Background: an optimization exercise with open tools, aiming at small area and a short achievable clock period. Do not read the settings as production practice.
Only simulation tests tie the RTL to the original design; equivalence was not proved.

==> flow/design.v (outline; a module is shown in full before it is edited, if it fits) <==
// module FirSymmetry: 2782 lines
// module fa: 4 lines
// module ha: 4 lines
module FirSymmetry (
  input               io_input_valid,
  output              io_input_ready,
  input      [7:0]    io_input_payload,
  output              io_output_valid,
  input               io_output_ready,
  output     [21:0]   io_output_payload,
  input               clk,
  input               reset
);
  // ...
==> flow/flow/run.sh <==
#!/bin/bash
# Standard ORFS layout with three changes to how the control paths are laid out:
#  - every port buffer is a buf_2 (the resizer's default pick is a slow delay buffer),
#  - the five control pins (valid/ready/reset) are placed next to each other,
#  - before detailed placement, the shift-enable buffer tree under io_output_ready
#    is moved behind one extra buffer, so the port buffer only drives
#    io_input_ready's buffer, the io_output_valid gate and that tree buffer.
# Each step's full output is in standard.log (and ORFS's own logs under orfs/logs).
set -euo pipefail
HERE=$(pwd)
export BUFFER_PORTS_ARGS="-buffer_cell sky130_fd_sc_hd__buf_2"
export PRE_IO_PLACEMENT_TCL=$HERE/flow/io_pins.tcl
export PRE_DETAIL_PLACE_TCL=$HERE/flow/io_fix.tcl
bash standard.sh finish > standard.log 2>&1
==> flow/flow/io_fix.tcl <==
# Runs before detailed placement (PRE_DETAIL_PLACE_TCL), after the resizer has
# buffered the design.  It shortens the combinational port-to-port paths
# (io_output_ready -> io_input_ready, and the valid/ready/reset -> io_output_valid
# gate), which the flow leaves slow because they meet the 18 ns clock easily:
#  - the io_output_ready port buffer keeps only the loads on those paths; the
#    shift-enable buffer tree is moved behind one new buffer,
#  - the gates on those paths get drive strength 2, their port buffers buf_4.
set db [ord::get_db]
set block [ord::get_db_block]

proc driver_of_net {net} {
  foreach it [$net getITerms] {
    if {[$it isOutputSignal]} { return [$it getInst] }
  }
  return ""
}
proc is_seq {inst} {
  return [[$inst getMaster] isSequential]
}
proc port_net {port} {
  return [[[ord::get_db_block] findBTerm $port] getNet]
}
proc out_net {inst} {
  foreach it [$inst getITerms] {
    if {[$it isOutputSignal]} { return [$it getNet] }
  }
  return ""
}
proc upsize {inst cell} {
  set m [[ord::get_db] findMaster $cell]
  if {$m eq "NULL" || $m eq ""} { return }
  if {[[$inst getMaster] getName] eq $cell} { return }
  puts "io_fix: [$inst getName] [[$inst getMaster] getName] -> $cell"
  replace_cell [get_cells [$inst getName]] $cell
}

# port buffers
set inbuf {}
foreach p {io_input_valid io_output_ready reset} {
  foreach it [[port_net $p] getITerms] { dict set inbuf $p [$it getInst] }
}
set outbuf {}
foreach p {io_output_valid io_input_ready} {
  dict set outbuf $p [driver_of_net [port_net $p]]
}
set portbufs {}
foreach {p i} $inbuf { lappend portbufs [$i getName] }
foreach {p i} $outbuf { lappend portbufs [$i getName] }

# combinational cells between the port buffers and the two outputs
set keep {}
foreach {p ob} $outbuf {
  set frontier [list $ob]
  for {set lvl 0} {$lvl < 4} {incr lvl} {
    set next {}
    foreach inst $frontier {
      if {[lsearch -exact $portbufs [$inst getName]] >= 0 && $inst ne $ob} continue
      foreach it [$inst getITerms] {
        if {![$it isInputSignal]} continue
        set n [$it getNet]
        if {$n eq "NULL" || $n eq ""} continue
        set d [driver_of_net $n]
        if {$d eq "" || [is_seq $d]} continue
        if {[lsearch -exact $keep [$d getName]] < 0} {
          lappend keep [$d getName]
          lappend next $d
        }
      }
    }
    set frontier $next
  }
}
puts "io_fix: control path cells: $keep"

# isolate the shift-enable tree
set ibuf [dict get $inbuf io_output_ready]
set onet [out_net $ibuf]
set loads {}
set nkeep 0
foreach pin [get_pins -of_objects [get_nets [$onet getName]]] {
  if {[get_property $pin direction] ne "input"} continue
  set iname [get_full_name [get_cells -of_objects $pin]]
  if {[lsearch -exact $keep $iname] < 0 && [lsearch -exact $portbufs $iname] < 0} {
    lappend loads $pin
  } else {
    incr nkeep
  }
}
puts "io_fix: [$ibuf getName] keeps $nkeep loads, [llength $loads] move behind en_tree_root"
if {[llength $loads] > 0} {
  insert_buffer -buffer_cell sky130_fd_sc_hd__buf_12 -net [get_nets [$onet getName]] \
    -load_pins $loads -buffer_name en_tree_root
}

# sizes
foreach name $keep {
  set inst [$block findInst $name]
  if {[lsearch -exact $portbufs $name] >= 0} continue
  set mname [[$inst getMaster] getName]
  if {[regexp {^(sky130_fd_sc_hd__\w+?)_(0|1)$} $mname -> base]} {
    upsize $inst ${base}_2
  }
}
foreach p {io_input_valid reset} { upsize [dict get $inbuf $p] sky130_fd_sc_hd__buf_4 }
foreach p {io_output_valid io_input_ready} { upsize [dict get $outbuf $p] sky130_fd_sc_hd__buf_4 }
==> flow/flow/io_pins.tcl <==
# keep the control pins together so the valid/ready paths stay short
set_io_pin_constraint -group -order -pin_names {io_input_valid reset io_output_valid io_input_ready io_output_ready}
==> flow/standard.sh <==
#!/bin/bash
# synth_recipe.tcl (not shown) runs the flow's synth.tcl, then flattens the netlist and writes it again
# the make line also repeats each setting of config.mk as NAME=value (left out here)
make -C /OpenROAD-flow-scripts/flow DESIGN_CONFIG=/design/flow/config.mk WORK_HOME=/design/flow/orfs CLKGATE_MAP_FILE= SYNTH_SCRIPT=/design/flow/synth_recipe.tcl "${@:-finish}"
==> flow/config.mk <==
export PLATFORM = sky130hd
export DESIGN_NAME = FirSymmetry
export DESIGN_NICKNAME = FirSymmetry
export VERILOG_FILES = /design/flow/design.v
export SDC_FILE = /design/flow/constraint.sdc
export NUM_CORES = 4
export LEC_CHECK = 0
export CAP_MARGIN = 20
export CORE_MARGIN = 2
export CORE_UTILIZATION = 55
export CTS_BUF_LIST = sky130_fd_sc_hd__clkbuf_16
export CTS_CLUSTER_DIAMETER = 120
export CTS_CLUSTER_SIZE = 22
export SLEW_MARGIN = 20
export SYNTH_HIERARCHICAL = 1
==> flow/constraint.sdc <==
create_clock -name core_clock -period 18.0 [get_ports {clk}]
set_input_delay 3.6000 -clock core_clock [delete_from_list [all_inputs] [get_ports {clk}]]
set_output_delay 3.6000 -clock core_clock [all_outputs]
set_load 0.01 [all_outputs]
==> results.yml, run 1 <==
synth:
  syn-num-nets: 2987
  synthTopCellsByCount: "edfxtp_1, fa_1, inv_1"
  yosysUniqueCellTypes: 46
  synth.most_common_cell: "edfxtp_1"
  muxShareOfSynthArea_pct: 0.0428
sta:
  setup_ws_ns: 9.92
outcome:
  run_status: "no timing/DRC/antenna violations"
finish:
  multi_input_area_sq_mm: 0.0184
route:
  drc_errors: 0
  wl_met3_um: 5340
worst_setup_path:
  critPathMaxStageDelay_ns: 0.83
  crit_end: "win[258]$_DFFE_PP_"
die:
  num_rows: 106
  nWellTaps: 1134
clocking:
  cts_sinks: 932
  htree_levels: 2
  post_cts_resized: 0
  cts_tree: "yes"
place:
  hpwl_um: 77200
  postPlaceCellArea_sq_mm: 0.0484
grt:
  gr-usage-all-layers_pct: 23.2
  overflow: 0
  grt_use_met2_pct: 37.3
flow_run:
  max_cap_violations: 0
==> run 2, diff against run 1 <==
--- a/flow/config.mk
+++ b/flow/config.mk
@@ -7,9 +7,9 @@
 export LEC_CHECK = 0
 export CAP_MARGIN = 20
 export CORE_MARGIN = 2
-export CORE_UTILIZATION = 55
+export CORE_UTILIZATION = 40
 export CTS_BUF_LIST = sky130_fd_sc_hd__clkbuf_16
-export CTS_CLUSTER_DIAMETER = 120
-export CTS_CLUSTER_SIZE = 22
+export CTS_CLUSTER_DIAMETER = 100
+export CTS_CLUSTER_SIZE = 25
 export SLEW_MARGIN = 20
 export SYNTH_HIERARCHICAL = 1
==> run 2 against run 1 <==
Against the previous run: synthesized cell count unchanged; still clean on timing, DRC and antenna; non-clock buffer count decreased by 2; global-route usage decreased by 6.4 points; area after synthesis unchanged; sequential cell count unchanged; die area increased by 37%; via count increased by 1.2%; sequential share of layout area decreased by 0.64 points.
==> results.yml, run 2 <==
finish:
  final_cell_mix: "edfxtp_1, fa_1, inv_1"
  drive_above_1_share_pct: 5.38
  reg_top3: "win: 872 flops, sc: 34 flops, y: 18 flops"
  fillCellCount: 9866
  multi_input_area_sq_mm: 0.0184
  largest_reg_flops: 872
  top_register: "win"
  diodes: 0
  areaGrowthSynthToFinish_pct: 7.70
  fin_nets: 3072
  final_common_cell: "edfxtp_1"
  seqCellArea_sq_mm: 0.0279
route:
  top_layer: "met4"
  drt_wl_total_um: 98300
  wl_met2_um: 47600
  wl_met3_um: 5770
  drc_errors: 0
  drtIter0Drc: 1835
  wl_met1_um: 43200
  firstDrtPassIters: 5
  antenna_left: 0
  drt-wirelength-per-cell_um: 26.6
  vias: 18561
  avgViaCountPerCell: 5.02
die:
  ios: 36
  initial_utilization_pct: 40.3
  core_sq_mm: 0.116
  num_rows: 125
  die_h_um: 346
  chipWidth_um: 346
  fp.dieArea_sq_mm: 0.120
synth:
  synth-edff-count: 924
  yosysWarnings: 7
  yosysUniqueCellTypes: 46
  yosysTopAreaCell: "edfxtp_1"
  synth.most_common_cell: "edfxtp_1"
  syn-num-nets: 2987
  synth.area.top_cells: "edfxtp_1, fa_1, ha_1"
  synth.avg_cell_area_sq_um: 22.5
  synthTopCellsByCount: "edfxtp_1, fa_1, inv_1"
  ys_seq_area_share_pct: 59.8
  syn_inst: 2076
  yosysTopAreaCellShare_pct: 59.4
  ys.flop_type: "edfxtp_1"
  async_reset_ff_share_pct: 0.858
  syn_area_sq_mm: 0.0467
  ys_ff_latch: 932
clocking:
  htree_levels: 2
  post_cts_resized: 0
  cts_sinks: 932
  cts_setup_buffers: 0
  cts_hold_buf: 0
  cts_root_buffer: "clkbuf_16"
  clk_pin_slew_ns: 0.09
  cts.path.max_buffers: 3
  cts_tree: "yes"
  worstSkewPairLatency_ns: 0.68
  cts_inserted_buffers: 47
sta:
  fin_crit_sh_pct: 42.9
  slew_headroom_pct: 33.2
  fin_setup_tns_ns: 0
  setup_ws_ns: 10.27
  max_freq_mhz: 129
  drv_slew: 0
  setup_violations: 0
  whs_ns: 0.399
  skew_ns: 0.0378
  grt_setup_unrepaired: "false"
  final-hold-violation-count: 0
  tightest_slew_ns: 1.00
  finalWorstPathRequiredPeriod_ns: 7.73
worst_setup_path:
  cp.required_ns: 14.40
  path_class: "in -> out"
  startpoint_type: "primary input"
  critical_path_arrival_ns: 4.13
  cp_max_fo: 6
  worstSetupEndpointType: "output port"
grt:
  grt_max_degree: 204
  overflow: 0
  antenna_found_initial: 1
  grt_first_pass_wirelength_um: 145000
  grt_pass1_vias: 21369
  gr-usage-all-layers_pct: 16.9
place:
  hpwl_um: 78100
  pre_cts_slack_ns: 10.25
  port_buffers: 35
  routabilityCongestion: 0.894
flow_run:
  max_cap_violations: 0
worst_hold_path:
  hold_class: "reg -> reg"
outcome:
  run_status: "no timing/DRC/antenna violations"
[run 2: cell counts after synthesis]
Identical to the previous run, type by type.
[run 2: path summary, 6_finish.rpt]
path                                         start                 end  slack [ns]  depth (start not counted)
max in group asynchronous                    reset  run[2]$_DFFE_PP0P_       14.88                          2
worst max register to register  win[717]$_DFFE_PP_    sc[27]$_DFFE_PP_       10.46                         15
min in group asynchronous                    reset  run[5]$_DFFE_PP0P_        2.88                          2
worst max-delay path                io_input_valid     io_output_valid       10.27                          4
worst min-delay path             win[75]$_DFFE_PP_   win[83]$_DFFE_PP_        0.40                          0
worst min register to register   win[75]$_DFFE_PP_   win[83]$_DFFE_PP_        0.40                          0
[run 2: metrics by stage]
step | util [%] | cells | area (sq um)
detailed placement | 42.1 | 3635 | 48900
floorplan | - | 2076 | 46700
global placement | 42.1 | 3634 | 48900
finish | 43.4 | 3700 | 50400
global route | 43.4 | 3700 | 50400
CTS | 43.4 | 3699 | 50300
[run 2: kinds of logic after synthesis]
family	after synthesis	share of synthesized area, %
xor gates and xnor gates	14	0.278
muxes	2	0.0428
and+or+nand+nor	56	0.661
adders and majority gates	899	37.4
AOI/OAI and AO/OA	60	0.838
buffers and inverters	113	0.963
DFF	932	59.8
[run 2: modules after synthesis, one instance, submodules excluded]
module / times used / area [sq um] / flops+latches
fa: 832 / 20.0 / 0
FirSymmetry: 1 / 29600 / 932
ha: 37 / 12.5 / 0
[run 2: metal layers]
metal / track usage (%) / up-vias
met5: 0 / -
met4: 3.14 / 0
met3: 3.33 / 80
met2: 26.7 / 474
met1: 24.6 / 10547
li1: - / 7460
[run 2: final cells by class]
cell class / instances / area share (%)
clock inverter: 16 / 0.432
timing repair buffer: 45 / 0.651
multi-input combinational: 1031 / 36.5
inverter: 104 / 0.775
sequential: 932 / 55.5
tap: 1524 / 3.79
clock buffer: 48 / 2.39
[run 2: critical path, cell delays in order]
cell and delay [ns]:
buf_4 0.12, nand2_2 0.08, nor3b_2 0.18, buf_4 0.15
==> run 3, diff against run 2 <==
--- a/flow/config.mk
+++ b/flow/config.mk
@@ -8,8 +8,8 @@
 export CAP_MARGIN = 20
 export CORE_MARGIN = 2
 export CORE_UTILIZATION = 40
-export CTS_BUF_LIST = sky130_fd_sc_hd__clkbuf_16
-export CTS_CLUSTER_DIAMETER = 100
-export CTS_CLUSTER_SIZE = 25
+export CTS_BUF_LIST = sky130_fd_sc_hd__clkbuf_16 sky130_fd_sc_hd__clkbuf_8
+export CTS_CLUSTER_DIAMETER = 80
+export CTS_CLUSTER_SIZE = 30
 export SLEW_MARGIN = 20
 export SYNTH_HIERARCHICAL = 1
==> run 3 against run 2 <==
Against the previous run: clock skew barely moved; final cell count is 0.41% higher; final area is 0.62% higher; largest cell class unchanged; still clean on timing, DRC and antenna.
==> results.yml, run 3 <==
clocking:
  cts_setup_buffers: 0
  htree_levels: 2
  cts_root_buffer: "clkbuf_16"
  cts_sinks: 932
  cts_inserted_buffers: 48
  post_cts_resized: 0
  cts.path.max_buffers: 3
  worstSkewPairLatency_ns: 0.68
  clk_pin_slew_ns: 0.11
  cts_hold_buf: 0
  cts_tree: "yes"
synth:
  yosysWarnings: 7
  syn_area_sq_mm: 0.0467
  ys.flop_type: "edfxtp_1"
  syn-num-nets: 2987
  ys_ff_latch: 932
  synthTopCellsByCount: "edfxtp_1, fa_1, inv_1"
  async_reset_ff_share_pct: 0.858
  synth.avg_cell_area_sq_um: 22.5
  yosysTopAreaCell: "edfxtp_1"
  synth.most_common_cell: "edfxtp_1"
  synth-edff-count: 924
  ys_seq_area_share_pct: 59.8
  synth.area.top_cells: "edfxtp_1, fa_1, ha_1"
  yosysUniqueCellTypes: 46
  yosysTopAreaCellShare_pct: 59.4
  syn_inst: 2076
route:
  antenna_left: 0
  avgViaCountPerCell: 5.02
  drt_wl_total_um: 98500
  drc_errors: 0
  firstDrtPassIters: 5
  drt-wirelength-per-cell_um: 26.5
  vias: 18666
  drtIter0Drc: 2032
finish:
  fin_nets: 3073
  instances_no_fill: 3715
  areaGrowthSynthToFinish_pct: 8.37
  top_register: "win"
  final_cell_mix: "edfxtp_1, fa_1, inv_1"
  final_common_cell: "edfxtp_1"
  drive_above_1_share_pct: 6.12
  reg_top3: "win: 872 flops, sc: 34 flops, y: 18 flops"
  diodes: 0
  largest_reg_flops: 872
worst_setup_path:
  slowest_stage: "nor3b_2"
  path_class: "in -> out"
  critPathMaxStageDelay_ns: 0.18
  crit_cells: 4
  cp_max_fo: 6
  critical_path_buf_inv_count: 2
  worstSetupEndpointType: "output port"
  cp.required_ns: 14.40
  r2r_cells: 15
  critical_path_arrival_ns: 4.13
  crit_top_cell: "buf_4"
  regToRegSetupSlack_ns: 10.46
  startpoint_type: "primary input"
  worstReg2RegEnd: "sc[27]$_DFFE_PP_"
  timing.rr.start: "win[715]$_DFFE_PP_"
  cpLargestDelayFamily: "buffers and inverters"
  crit_chain: "buf_4, nand2_2, nor3b_2, buf_4"
sta:
  tightest_slew_ns: 1.06
  fin_crit_sh_pct: 43.0
  skew_ns: 0.0380
  grt_setup_unrepaired: "false"
  final-hold-violation-count: 0
  slew_headroom_pct: 29.5
  max_freq_mhz: 129
  fin_setup_tns_ns: 0
  setup_violations: 0
  drv_slew: 0
  finalWorstPathRequiredPeriod_ns: 7.73
grt:
  antenna_found_initial: 2
  overflow: 0
  gr-usage-all-layers_pct: 16.9
  grt_pass1_vias: 21391
  grt_max_degree: 204
  grt_first_pass_wirelength_um: 146000
place:
  place_inst: 3635
  routabilityCongestion: 0.894
  hpwl_um: 78100
  port_buffers: 35
worst_hold_path:
  min_path_cells: 0
  hold_class: "reg -> reg"
  min_to: "win[42]$_DFFE_PP_"
  hp-start: "win[34]$_DFFE_PP_"
flow_run:
  max_cap_violations: 0
outcome:
  run_status: "no timing/DRC/antenna violations"
die:
  num_rows: 125
  initial_utilization_pct: 40.3
  fp.dieArea_sq_mm: 0.120
  chipWidth_um: 346
  die_h_um: 346
  ios: 36
  core_sq_mm: 0.116
## run 3: cell count changes in the layout (fill, tap and decap cells not counted), sizes merged
cell,previous run,this run
inv,112,120
clkinv,5,11
clkbuf,48,49
## run 3: layout make-up
type,count,area [sq um]
fillers,9831,65400
flip-flops and latches,932,27900
multi-input cells,1031,18400
well taps,1524,1910
clock buffers,49,1230
clock inverters,30,503
inverters,104,390
repair buffers,45,328
## run 3: worst max-delay path by stage
stage	startpoint	slack, ns	to
after floorplan	io_input_valid	10.42	io_output_valid
after global placement	io_output_ready	9.47	io_output_valid
after detailed placement	io_input_valid	10.25	io_output_valid
after CTS	io_input_valid	10.24	io_output_valid
after global routing	win[716]$_DFFE_PP_	10.21	sc[27]$_DFFE_PP_
final	io_input_valid	10.27	io_output_valid
## run 3: stage by stage
stage	area [sq um]	worst slack (ns)	hold WS (ns)	util (%)
detailed placement	48900	10.25	0.405	42.1
global placement	48900	9.47	0.401	42.1
global route	50700	10.21	0.413	43.7
floorplan	46700	10.42	0.400	-
finish	50700	10.27	0.402	43.7
CTS	50600	10.24	0.409	43.6
## run 3: logic make-up after synthesis
group / count (synthesis) / share of synthesized area [%]
multiplexers: 2 / 0.0428
AND/OR/NAND/NOR: 56 / 0.661
AO/OA/AOI/OAI: 60 / 0.838
buffers and inverters: 113 / 0.963
flip-flops: 932 / 59.8
XOR/XNOR: 14 / 0.278
adder cells (fa/ha/maj): 899 / 37.4
## run 3: routing by layer
metal	part of all wire, %	vias up	global-route usage [%]
met2	49	431	26.8
met4	1.7	0	3.32
met1	44	10686	24.8
met5	0	-	0
li1	-	7472	-
met3	5.4	77	2.96
## run 3: Yosys stat by module, one instance, submodules excluded
| module | flops+latches | times used | cells |
|---|---|---|---|
| fa | 0 | 832 | 1 |
| ha | 0 | 37 | 1 |
| FirSymmetry | 932 | 1 | 1207 |
==> run 4, diff against run 3 <==
--- a/flow/config.mk
+++ b/flow/config.mk
@@ -8,8 +8,8 @@
 export CAP_MARGIN = 20
 export CORE_MARGIN = 2
 export CORE_UTILIZATION = 40
-export CTS_BUF_LIST = sky130_fd_sc_hd__clkbuf_16 sky130_fd_sc_hd__clkbuf_8
-export CTS_CLUSTER_DIAMETER = 80
-export CTS_CLUSTER_SIZE = 30
+export CTS_BUF_LIST = sky130_fd_sc_hd__clkbuf_16
+export CTS_CLUSTER_DIAMETER = 120
+export CTS_CLUSTER_SIZE = 22
 export SLEW_MARGIN = 20
 export SYNTH_HIERARCHICAL = 1
==> run 4 against run 3 <==
Against the previous run: sequential share of layout area is 0.45 points higher; fmax hardly changed; still clean; hold slack worse by 0.012 ns; global-route usage shrank 0.086 points; clock skew rose by 0.013 ns; register-to-register slack gained 0.05 ns; highest routed layer unchanged; critical endpoint unchanged; count of clock-buffer cells in the layout did not move.
==> results.yml, run 4 <==
route:
  firstDrtPassIters: 5
  drt_wl_total_um: 98100
  vias: 18600
  drt-wirelength-per-cell_um: 26.5
  avgViaCountPerCell: 5.04
  drc_errors: 0
  antenna_left: 0
  drtIter0Drc: 1957
synth:
  synth-edff-count: 924
  yosysTopAreaCellShare_pct: 59.4
  yosysWarnings: 7
  synth-xor-area-share_pct: 0.278
  syn_area_sq_mm: 0.0467
  synth_top_family_by_area: "adder cells"
  yosysTopAreaCell: "edfxtp_1"
  syn-num-nets: 2987
  async_reset_ff_share_pct: 0.858
  synth.most_common_cell: "edfxtp_1"
  ys_ff_latch: 932
  synthTopCellsByCount: "edfxtp_1, fa_1, inv_1"
  muxShareOfSynthArea_pct: 0.0428
  ys.flop_type: "edfxtp_1"
  ys_seq_area_share_pct: 59.8
  synth_compound_area_share_pct: 0.838
  synth.area.top_cells: "edfxtp_1, fa_1, ha_1"
  syn_inst: 2076
  synth.avg_cell_area_sq_um: 22.5
  synth_fa_ha_area_share_pct: 37.4
  synth-simple-area-share_pct: 0.661
  yosysUniqueCellTypes: 46
die:
  die_h_um: 346
  chipWidth_um: 346
  core_sq_mm: 0.116
  initial_utilization_pct: 40.3
  num_rows: 125
  ios: 36
  fp.dieArea_sq_mm: 0.120
finish:
  top_register: "win"
  reg_top3: "win: 872 flops, sc: 34 flops, y: 18 flops"
  diodes: 0
  fin_nets: 3074
  areaGrowthSynthToFinish_pct: 7.49
  final_cell_mix: "edfxtp_1, fa_1, inv_1"
  final_common_cell: "edfxtp_1"
  drive_above_1_share_pct: 5.16
  largest_reg_flops: 872
  finalInstanceArea_sq_mm: 0.0502
  instances_no_fill: 3694
sta:
  tightest_slew_ns: 1.02
  grt_setup_unrepaired: "false"
  setup_violations: 0
  finalWorstPathRequiredPeriod_ns: 7.73
  skew_ns: 0.0512
  drv_slew: 0
  fin_crit_sh_pct: 43.0
  fin_setup_tns_ns: 0
  max_freq_mhz: 129
  whs_ns: 0.390
  slew_headroom_pct: 32.0
  final-hold-violation-count: 0
worst_setup_path:
  cp_max_fo: 6
  cp.required_ns: 14.40
  worstSetupEndpointType: "output port"
  regToRegSetupSlack_ns: 10.51
  critical_path_arrival_ns: 4.13
  startpoint_type: "primary input"
  path_class: "in -> out"
place:
  postPlaceCellArea_sq_mm: 0.0489
  port_buffers: 35
  place_inst: 3635
  hpwl_um: 78100
  routabilityCongestion: 0.894
grt:
  gr-usage-all-layers_pct: 16.8
  grt_max_degree: 204
  overflow: 0
  antenna_found_initial: 2
  grt_pass1_vias: 21425
  grt_first_pass_wirelength_um: 145000
clocking:
  cts_tree: "yes"
  cts_sinks: 932
  post_cts_resized: 0
  cts_hold_buf: 0
  htree_levels: 2
  clk_pin_slew_ns: 0.08
  cts_root_buffer: "clkbuf_16"
  cts_setup_buffers: 0
  cts.path.max_buffers: 3
  cts_inserted_buffers: 49
  worstSkewPairLatency_ns: 0.67
flow_run:
  max_cap_violations: 0
worst_hold_path:
  hold_class: "reg -> reg"
outcome:
  run_status: "no timing/DRC/antenna violations"
## run 4: cell counts after synthesis
Identical to the previous run, type by type.
## run 4: worst paths after layout
| path | cells after the start | end | startpoint |
|---|---|---|---|
| max in group asynchronous | 2 | run[2]$_DFFE_PP0P_ | reset |
| min in group asynchronous | 2 | run[5]$_DFFE_PP0P_ | reset |
| worst min-delay path | 0 | win[107]$_DFFE_PP_ | win[99]$_DFFE_PP_ |
| worst max-delay path | 4 | io_output_valid | io_input_valid |
| worst min register to register | 0 | win[107]$_DFFE_PP_ | win[99]$_DFFE_PP_ |
| worst max register to register | 15 | sc[27]$_DFFE_PP_ | win[715]$_DFFE_PP_ |
## run 4: per-stage QoR
step	util [%]	worst slack, ns
floorplan	-	10.42
global placement	42.1	9.47
detailed placement	42.1	10.25
CTS	43.3	10.24
global route	43.3	10.21
finish	43.3	10.27
## run 4: layout make-up
cell class	instances	area [sq um]
clock inverters	9	91.3
flip-flops and latches	932	27900
repair buffers	45	328
clock buffers	49	1230
multi-input cells	1031	18400
well taps	1524	1910
fillers	9871	65800
inverters	104	390
## run 4: cells by family (layout without fill, tap and decap cells)
kind of cell,after synthesis,in the layout
AOI/OAI and AO/OA,60,60
muxes,2,2
buffers and inverters,113,207
DFF,932,932
xor gates and xnor gates,14,14
adders and majority gates,899,899
and+or+nand+nor,56,56
## run 4: modules after synthesis (local to each module, per instance)
module,area [sq um],times used
fa,20.0,832
ha,12.5,37
FirSymmetry,29600,1
## run 4: layer usage
layer / share of wire, % / track usage, % / wire length, um / vias up
met4: 1.7 / 3.30 / 1630 / 0
met3: 5.2 / 3.00 / 5100 / 87
met1: 44 / 24.5 / 43600 / 10605
met5: 0 / 0 / 0 / -
met2: 49 / 26.8 / 47800 / 456
li1: - / - / - / 7452
## run 4: worst max-delay path, cell delays in order
cell	delay [ns]
buf_4	0.12
nand2_2	0.08
nor3b_2	0.18
buf_4	0.15
==> run 5, diff against run 4 <==
==> flow/flow/io_pins.tcl (replaced) <==
# keep the control pins together, in the middle of the left edge, so the
# valid/ready paths stay short and the shift-enable tree starts near the centre
set die [[ord::get_db_block] getDieArea]
set dbu [[ord::get_db_tech] getDbUnitsPerMicron]
set ymid [expr {([$die yMin] + [$die yMax]) / 2.0 / $dbu}]
set y0 [expr {int($ymid - 15)}]
set y1 [expr {int($ymid + 15)}]
set_io_pin_constraint -group -order -region left:$y0-$y1 \
  -pin_names {io_input_valid reset io_output_valid io_input_ready io_output_ready}
==> run 5 against run 4 <==
Against the previous run: core utilization rose by 0.087 points; worst setup slack improved by 0.0025 ns; clock skew fell by 0.0057 ns; via count fell by 0.12%; register-to-register slack got worse by 0.02 ns; final area rose by 0.20%; die area did not move; sequential cell count did not move; non-clock buffer count did not move.
==> results.yml, run 5 <==
outcome:
  run_status: "no timing/DRC/antenna violations"
sta:
  finalWorstPathRequiredPeriod_ns: 7.73
  slew_headroom_pct: 17.6
  drv_slew: 0
  skew_ns: 0.0455
  max_freq_mhz: 129
  fin_crit_sh_pct: 42.9
  fin_setup_tns_ns: 0
  tightest_slew_ns: 1.24
  setup_violations: 0
  grt_setup_unrepaired: "false"
  whs_ns: 0.410
  final-hold-violation-count: 0
synth:
  syn_area_sq_mm: 0.0467
  synthTopCellsByCount: "edfxtp_1, fa_1, inv_1"
  synth-simple-area-share_pct: 0.661
  ys_seq_area_share_pct: 59.8
  yosysTopAreaCell: "edfxtp_1"
  yosysWarnings: 7
  syn-num-nets: 2987
  async_reset_ff_share_pct: 0.858
  synth.most_common_cell: "edfxtp_1"
  yosysUniqueCellTypes: 46
  synth_compound_area_share_pct: 0.838
  synth_fa_ha_area_share_pct: 37.4
  synth.area.top_cells: "edfxtp_1, fa_1, ha_1"
  synth_top_family_by_area: "adder cells"
  synth.avg_cell_area_sq_um: 22.5
  ys_ff_latch: 932
  ys.flop_type: "edfxtp_1"
  yosysTopAreaCellShare_pct: 59.4
  syn_inst: 2076
  muxShareOfSynthArea_pct: 0.0428
  synth-xor-area-share_pct: 0.278
  synth-edff-count: 924
worst_setup_path:
  cp.required_ns: 14.40
  r2r_cells: 15
  crit_top_cell: "buf_4"
  regToRegSetupSlack_ns: 10.49
  worstReg2RegEnd: "sc[27]$_DFFE_PP_"
  worstSetupEndpointType: "output port"
  slowest_stage: "nor3b_2"
  critPathLaunch: "io_input_valid"
  crit_chain: "buf_4, nand2_2, nor3b_2, buf_4"
  cpLargestDelayFamily: "buffers and inverters"
  critPathMaxStageDelay_ns: 0.18
  crit_end: "io_output_valid"
  path_class: "in -> out"
  critical_path_buf_inv_count: 2
  startpoint_type: "primary input"
  cp_max_fo: 6
  timing.rr.start: "win[716]$_DFFE_PP_"
  crit_cells: 4
  critical_path_arrival_ns: 4.13
die:
  num_rows: 125
  chipWidth_um: 346
  ios: 36
  fp.dieArea_sq_mm: 0.120
  initial_utilization_pct: 40.3
  die_h_um: 346
  core_sq_mm: 0.116
route:
  avgViaCountPerCell: 5.01
  drtIter0Drc: 1508
  drc_errors: 0
  drt-wirelength-per-cell_um: 26.5
  vias: 18578
  firstDrtPassIters: 5
  antenna_left: 0
  drt_wl_total_um: 98100
grt:
  antenna_found_initial: 0
  grt_pass1_vias: 21436
  grt_max_degree: 196
  gr-usage-all-layers_pct: 16.8
  overflow: 0
  top_usage_layer: "met2"
  met3_usage_pct: 1.88
  met1_usage_pct: 25.1
  grt_use_met2_pct: 27.3
  grt_first_pass_wirelength_um: 146000
finish:
  largest_reg_flops: 872
  reg_top3: "win: 872 flops, sc: 34 flops, y: 18 flops"
  areaGrowthSynthToFinish_pct: 7.70
  drive_above_1_share_pct: 5.17
  final_common_cell: "edfxtp_1"
  postLayoutCoreUtil_pct: 43.4
  fin_nets: 3074
  diodes: 0
  final_cell_mix: "edfxtp_1, fa_1, inv_1"
  top_register: "win"
  fillCellCount: 9878
clocking:
  cts_hold_buf: 0
  cts_setup_buffers: 0
  post_cts_resized: 0
  cts_inserted_buffers: 49
  worstSkewPairLatency_ns: 0.67
  clk_pin_slew_ns: 0.10
  cts_sinks: 932
  cts.path.max_buffers: 3
  cts_tree: "yes"
  cts_root_buffer: "clkbuf_16"
  htree_levels: 2
worst_hold_path:
  hold_class: "reg -> reg"
place:
  hpwl_um: 78000
  routabilityCongestion: 0.872
  port_buffers: 35
flow_run:
  max_cap_violations: 0
-- run 5: per-module statistics from Yosys, one instance, submodules excluded --
module / flip-flops and latches / copies in the design / area [sq um]
FirSymmetry: 932 / 1 / 29600
ha: 0 / 37 / 12.5
fa: 0 / 832 / 20.0
-- run 5: kinds of logic (layout without fill, tap and decap cells) --
family	count (synthesis)	in the layout
AO/OA/AOI/OAI	60	60
XOR/XNOR	14	14
AND/OR/NAND/NOR	56	56
multiplexers	2	2
adder cells (fa/ha/maj)	899	899
buffers and inverters	113	222
flip-flops	932	932
-- run 5: how the worst min path moves through the flow --
stage               cells after the start  slack, ns               start                  to
finish                                  0       0.41  win[271]$_DFFE_PP_  win[279]$_DFFE_PP_
floorplan                               0       0.40   win[92]$_DFFE_PP_  win[100]$_DFFE_PP_
global placement                        0       0.40  win[471]$_DFFE_PP_  win[479]$_DFFE_PP_
CTS                                     0       0.40  win[384]$_DFFE_PP_  win[392]$_DFFE_PP_
global route                            0       0.42  win[791]$_DFFE_PP_  win[799]$_DFFE_PP_
detailed placement                      0       0.40  win[100]$_DFFE_PP_  win[108]$_DFFE_PP_
-- run 5: layout make-up --
cell class	count	area, sq um	area share [%]
Multi-Input combinational cell	1031	18400	36.5
Timing Repair Buffer	45	328	0.651
Clock inverter	22	143	0.283
Tap cell	1524	1910	3.79
Inverter	104	390	0.775
Clock buffer	51	1280	2.53
Sequential cell	932	27900	55.5
-- run 5: worst register-to-register path, cell delays in order (launching register included) --
cell,delay [ns]
edfxtp_1,0.64
fa_1,0.55
fa_1,0.48
fa_1,0.48
fa_1,0.51
fa_1,0.53
fa_1,0.45
fa_1,0.48
fa_1,0.44
fa_1,0.46
fa_1,0.42
fa_1,0.39
fa_1,0.49
inv_1,0.05
fa_1,0.50
fa_1,0.41
-- run 5: per-layer routing --
layer | vias to the layer above | share of wire [%]
li1 | 7469 | -
met4 | 0 | 1.2
met5 | - | 0
met1 | 10662 | 46
met2 | 368 | 49
met3 | 79 | 3.3
-- run 5: stage by stage --
step,std cells,area (sq um),setup slack [ns]
floorplan,2076,46700,10.42
global route,3709,50400,10.11
CTS,3708,50300,10.24
detailed placement,3635,48900,9.76
global placement,3634,48900,9.50
finish,3709,50400,10.27
==> run 6, diff against run 5 <==
--- a/flow/config.mk
+++ b/flow/config.mk
@@ -7,9 +7,9 @@
 export LEC_CHECK = 0
 export CAP_MARGIN = 20
 export CORE_MARGIN = 2
-export CORE_UTILIZATION = 40
+export CORE_UTILIZATION = 55
 export CTS_BUF_LIST = sky130_fd_sc_hd__clkbuf_16
 export CTS_CLUSTER_DIAMETER = 120
-export CTS_CLUSTER_SIZE = 22
+export CTS_CLUSTER_SIZE = 25
 export SLEW_MARGIN = 20
 export SYNTH_HIERARCHICAL = 1
==> run 6 against run 5 <==
Against the previous run: still clean on timing, DRC and antenna; hold slack better by 0.0053 ns; die area down 27%; fmax down 0.31%; clock skew up 0.016 ns; non-clock buffer count up 1; critical path depth unchanged; final area down 1.3%; worst setup slack worse by 0.024 ns; critical endpoint unchanged.
==> results.yml, run 6 <==
outcome:
  run_status: "no timing/DRC/antenna violations"
die:
  die_h_um: 296
  ios: 36
  fp.dieArea_sq_mm: 0.0873
  num_rows: 106
  chipWidth_um: 296
  core_sq_mm: 0.0840
  initial_utilization_pct: 55.7
finish:
  final_cell_mix: "edfxtp_1, fa_1, inv_1"
  diodes: 0
  final_common_cell: "edfxtp_1"
  seqCellArea_sq_mm: 0.0279
  multi_input_area_sq_mm: 0.0184
  fin_nets: 3070
  top_register: "win"
  areaGrowthSynthToFinish_pct: 6.28
  largest_reg_flops: 872
  fillCellCount: 6087
  drive_above_1_share_pct: 5.02
  reg_top3: "win: 872 flops, sc: 34 flops, y: 18 flops"
grt:
  met1_usage_pct: 34.0
  met3_usage_pct: 4.77
  grt_use_met2_pct: 37.4
  grt_max_degree: 203
  grt_first_pass_wirelength_um: 141000
  antenna_found_initial: 1
  gr-usage-all-layers_pct: 23.3
  overflow: 0
  grt_pass1_vias: 20791
  top_usage_layer: "met2"
worst_setup_path:
  path_class: "in -> out"
  worstReg2RegEnd: "sc[27]$_DFFE_PP_"
  crit_chain: "buf_4, nand2_2, nor3b_2, buf_4"
  worstSetupEndpointType: "output port"
  regToRegSetupSlack_ns: 10.40
  timing.rr.start: "win[717]$_DFFE_PP_"
  r2r_cells: 15
  critPathMaxStageDelay_ns: 0.20
  cp_max_fo: 6
  cp.required_ns: 14.40
  crit_top_cell: "buf_4"
  critical_path_arrival_ns: 4.15
  slowest_stage: "nor3b_2"
  startpoint_type: "primary input"
synth:
  synth.avg_cell_area_sq_um: 22.5
  yosysUniqueCellTypes: 46
  synth.area.top_cells: "edfxtp_1, fa_1, ha_1"
  async_reset_ff_share_pct: 0.858
  ys_ff_latch: 932
  syn-num-nets: 2987
  yosysTopAreaCellShare_pct: 59.4
  synthTopCellsByCount: "edfxtp_1, fa_1, inv_1"
  synth.most_common_cell: "edfxtp_1"
  yosysWarnings: 7
  ys.flop_type: "edfxtp_1"
  syn_inst: 2076
  synth-edff-count: 924
  syn_area_sq_mm: 0.0467
  ys_seq_area_share_pct: 59.8
  yosysTopAreaCell: "edfxtp_1"
sta:
  setup_violations: 0
  grt_setup_unrepaired: "false"
  slew_headroom_pct: 28.5
  drv_slew: 0
  setup_ws_ns: 10.25
  fin_setup_tns_ns: 0
  max_freq_mhz: 129
  fin_crit_sh_pct: 43.1
  tightest_slew_ns: 1.07
  finalWorstPathRequiredPeriod_ns: 7.75
  final-hold-violation-count: 0
  skew_ns: 0.0615
clocking:
  post_cts_resized: 0
  cts_tree: "yes"
  cts_hold_buf: 0
  htree_levels: 2
  cts_setup_buffers: 0
  clk_pin_slew_ns: 0.10
  cts.path.max_buffers: 3
  cts_inserted_buffers: 44
  worstSkewPairLatency_ns: 0.66
  cts_root_buffer: "clkbuf_16"
  cts_sinks: 932
route:
  firstDrtPassIters: 5
  antenna_left: 0
  drtIter0Drc: 1604
  drc_errors: 0
  vias: 18213
  drt-wirelength-per-cell_um: 29.1
  drt_wl_total_um: 96300
  avgViaCountPerCell: 5.51
worst_hold_path:
  min_to: "win[197]$_DFFE_PP_"
  hold_class: "reg -> reg"
  min_path_cells: 0
  hp-start: "win[189]$_DFFE_PP_"
flow_run:
  max_cap_violations: 0
place:
  routabilityCongestion: 0.867
  pre_cts_slack_ns: 10.28
  hpwl_um: 77300
  port_buffers: 35
## run 6: cell counts after synthesis
Identical to the previous run, type by type.
## run 6: critical path, delay by kind of cell
kind / cells / cell delay (ns)
simple gates: 2 / 0.28
buf+inv: 2 / 0.27
## run 6: logic make-up after synthesis
kind of cell	after synthesis	synth area share [%]
adders and majority gates	899	37.4
DFF	932	59.8
buffers and inverters	113	0.963
AOI/OAI and AO/OA	60	0.838
xor gates and xnor gates	14	0.278
muxes	2	0.0428
and+or+nand+nor	56	0.661
## run 6: how the worst max path moves through the flow
stage,end,start,slack (ns),depth (start not counted)
global route,sc[27]$_DFFE_PP_,win[715]$_DFFE_PP_,10.18,15
floorplan,io_output_valid,io_input_valid,10.42,2
detailed placement,io_output_valid,io_input_valid,10.28,4
CTS,io_output_valid,io_input_valid,10.27,4
finish,io_output_valid,io_input_valid,10.25,4
global placement,io_output_valid,io_output_ready,9.46,4
## run 6: layout make-up
class                      instances  area share, %
tap                             1134           2.86
clock buffer                      44           2.22
multi-input combinational       1031           37.0
timing repair buffer              46          0.657
sequential                       932           56.2
clock inverter                    14          0.290
inverter                         104          0.786
## run 6: metal layers
metal | vias up | share of wire, %
met5 | - | 0.010
met3 | 83 | 5.9
li1 | 7446 | -
met2 | 405 | 49
met1 | 10277 | 43
met4 | 2 | 1.7
## run 6: per-stage QoR
stage                     utilization [%]  hold WS [ns]  cell area [sq um]  instances
after floorplan                         -         0.400              46700       2076
after global placement               57.6         0.400              48400       3245
after detailed placement             57.7         0.405              48400       3246
after CTS                            59.1         0.420              49700       3304
after global routing                 59.2         0.427              49700       3305
final                                59.2         0.415              49700       3305
## run 6: Yosys stat by module (local to each module, per instance)
module,flip-flops and latches,copies in the design,area (sq um),cells inside
fa,0,832,20.0,1
FirSymmetry,932,1,29600,1207
ha,0,37,12.5,1

-- re-timing with driven ports --
The flow's constraints put no driver on any port. The routed layouts listed below were extracted and timed again, unchanged, in two steps.
Step 1 sets driving cells, clkbuf_16 on the clock port and buf_2 on the other inputs (assumed; they add their load-dependent delay and slew).
Step 2 moves the port delays by t, midway between the first and last clock arrival at a register: inputs arrive t later, outputs are due t later. That takes back most of the time a late clock gives input paths.
Slacks: ideal ports / drivers / drivers and shift; pairs: ideal ports / drivers.
run	t (ns)	setup WS [ns]	hold slack, ns	worst setup path after step 2	slew at the worst register clock pin (ns)
run 1	0.693	9.920 / 9.940 / 9.247	0.409 / 0.409 / 0.409	input to register	0.10 / 0.10
run 2	0.721	10.270 / 10.244 / 10.244	0.399 / 0.399 / 0.399	input to output	0.11 / 0.11
run 3	0.724	10.266 / 10.240 / 10.240	0.402 / 0.402 / 0.402	input to output	0.12 / 0.12
run 4	0.714	10.268 / 10.242 / 10.242	0.390 / 0.390 / 0.390	input to output	0.10 / 0.10
run 5	0.714	10.271 / 10.243 / 9.799	0.410 / 0.410 / 0.410	input to register	0.10 / 0.10
run 6	0.688	10.247 / 10.219 / 10.219	0.415 / 0.415 / 0.415	input to output	0.11 / 0.11
After both steps every run listed still meets setup and hold. For run 1, which loses most, drivers alone change the setup slack by +0.020 ns; drivers and shift together by -0.673 ns.
